This is an optimization exercise on Yosys and OpenROAD, whose aim is small area, not a production implementation.
The RTL was checked by simulation tests, not by an equivalence proof against the original design.
Power and IR drop assume default switching activity.

Design PCI_WB_DeFSM, start of the top module:
module PCI_WB_DeFSM(
	input  PHY_CLK33_I,
	input  PHY_RSTn_I,
	input  IDSEL_I,
	input  FRAMEn_I,
	input  IRDYn_I,
	output TRDYn_O,
	output TRDYn_DIR_O,
	output DEVSELn_O,
	output DEVSELn_DIR_O,
	output STOPn_O,
	output STOPn_DIR_O,
	input  PAR_I,
	output reg PAR_O,
	output reg PAR_DIR_O,
	output PERRn_O,
	output PERRn_DIR_O,
	output SERRn_O,
	output SERRn_DIR_O,
	output [31:0] AD_O,
	output AD_DIR_O,
	input  [31:0] AD_I,
	input  [3:0] CBEn_I,
	output INTA_O,
	output [31:0] WB_DATA_O,
	input  [31:0] WB_DATA_I,
	input  WB_ACK_I,
	input  WB_VALID_I,
	output [31:0] WB_ADD_O,
	output WB_STB_O,
	output WB_WE_O,
	output HP_MEM_IDLE_O,
	input  [31:0] HPRAM_DATA_I,
	output [31:0] HPRAM_DATA_O,
	output reg [11:0] HPRAM_ADD_O,
	output [3:0] HPRAM_WEN_O
    );
	assign PERRn_O = 1'b1;
	assign PERRn_DIR_O = 1'b0;
	assign SERRn_O = 1'b1;
	assign SERRn_DIR_O = 1'b0;
	assign INTA_O = 1'b0;
	localparam S_IDLE  = 3'd0;   
	localparam S_DEC   = 3'd1;   
	localparam S_DEAD  = 3'd2;   
	localparam S_CLAIM = 3'd3;   
	localparam S_P1    = 3'd4;
	localparam S_P2    = 3'd5;
	localparam T_CFG = 2'd0;
	localparam T_MEM = 2'd1;
	localparam T_HP  = 2'd2;
	reg [2:0]  st;
	reg [1:0]  tgt;
	reg        wr;
	reg [19:2] pci_add;
	reg        cmd1, cmd10, sta27;
	reg [11:0] bar10, bar14;
	reg [7:0]  intl;
	reg [3:0]  cnt;        
	reg        f1;         
	reg        f2;         
	reg [31:0] mem_ad;
	reg        mem_vld;
	reg [31:0] hp_ad;
	reg [3:0]  hp_be;
	reg [31:0] dreg;       
	wire rst = ~PHY_RSTn_I;
	wire        a_inc;
	wire [12:0] a_c;
	wire [11:0] a_sum;
	assign a_c[0] = a_inc;
	genvar gi;
	generate
		for (gi = 0; gi < 12; gi = gi + 1) begin : g_ainc
			assign a_sum[gi]   = HPRAM_ADD_O[gi] ^ a_c[gi];
			assign a_c[gi + 1] = HPRAM_ADD_O[gi] & a_c[gi];
		end
	endgenerate
  ...
Size in the first run: ~270 I/O pins, about 8400 sq um of cells after synthesis.
clock: 10.0 ns
lec_check: 0
cap_margin: 20
core_margin: 2
core_utilization: 40
slew_margin: 20
standard.sh (not shown) runs the stock make flow with config.mk's settings and CLKGATE_MAP_FILE= SYNTH_SCRIPT=/design/flow/synth_recipe.tcl, a recipe that flattens the netlist after the stock synthesis.
==> flow/flow/run.sh <==
#!/bin/bash
# The standard layout (standard.sh: unchanged synthesis, floorplan, power grid
# and tap cells), with two placement/CTS arguments changed:
#  - every input and output port still gets a buffer, but a sky130_fd_sc_hd__buf_1
#  - clock tree synthesis without dummy loads, with clkbuf_8 buffers in clusters of up to 20 sinks
# Each tool's full output stays in orfs/logs/; make's own output goes to flow_make.log.
set -euo pipefail
export BUFFER_PORTS_ARGS="-buffer_cell sky130_fd_sc_hd__buf_1"
export CTS_ARGS="-sink_clustering_enable -repair_clock_nets -dont_use_dummy_load -buf_list {sky130_fd_sc_hd__clkbuf_8} -sink_clustering_size 20 -sink_clustering_max_diameter 80"
bash standard.sh finish > flow_make.log 2>&1
The baseline finished clean.
Next try:
--- a/flow/design.v
+++ b/flow/design.v
@@ -159,19 +159,19 @@
 						end
 					endcase
 				S_P1:
 					if (t_c)
 						st <= S_P2;
 					else if (t_m) begin
 						if (mem_done) begin
 							st <= S_P2;
 							if (!wr) mem_vld <= 1'b1;
-						end else if (cnt == 4'd13) begin
+						end else if (cnt == 4'b0100) begin
 							st <= S_P2;
 							sta27 <= 1'b1;
 						end
 					end else if (!wr) begin
 						if (irdy) begin
 							st <= S_P2;
 							hp_be <= CBEn_I;
 						end
 					end else if (!irdy && !f1 && FRAMEn_I)
@@ -195,19 +195,19 @@
 			pci_add <= AD_I[19:2];
 			wr <= CBEn_I[0];
 			tgt <= hit_cfg ? T_CFG : hit_mem ? T_MEM : T_HP;
 		end
 		if ((s_claim && tgt != T_MEM) || s_hwr)
 			cnt <= CBEn_I;
 		else if (s_claim)
 			cnt <= 4'd0;
 		else if (s_mbusy)
-			cnt <= cnt + 4'd1;
+			cnt <= {cnt[2:0], ~(cnt[3] ^ cnt[2])};   
 		if (s_claim) begin
 			f1 <= ~wr & irdy;    
 			f2 <= 1'b0;
 			if (tgt == T_HP) f1 <= 1'b1;
 		end else if (s_mbusy) begin
 			f2 <= mem_done;
 		end else if (s_hwrd) begin
 			f2 <= 1'b0;
 		end else if (s_hrd) begin
Result:
- The changed run completed with no timing, DRC or antenna violations
- power came out lower by a quarter to a third
- routed wire length hardly moves
- synthesized cell count shrinks by a few percent
- clock power barely changes
- area after synthesis hardly moves
- worst setup slack improves by 120 ps
- global-route usage rises by 0.31 points
- clock-buffer cell count stays the same
- final cell count shrinks by a few percent
- final area is lower slightly
- non-clock buffer count fell by 1
- critical path depth does not change
- die area barely changes
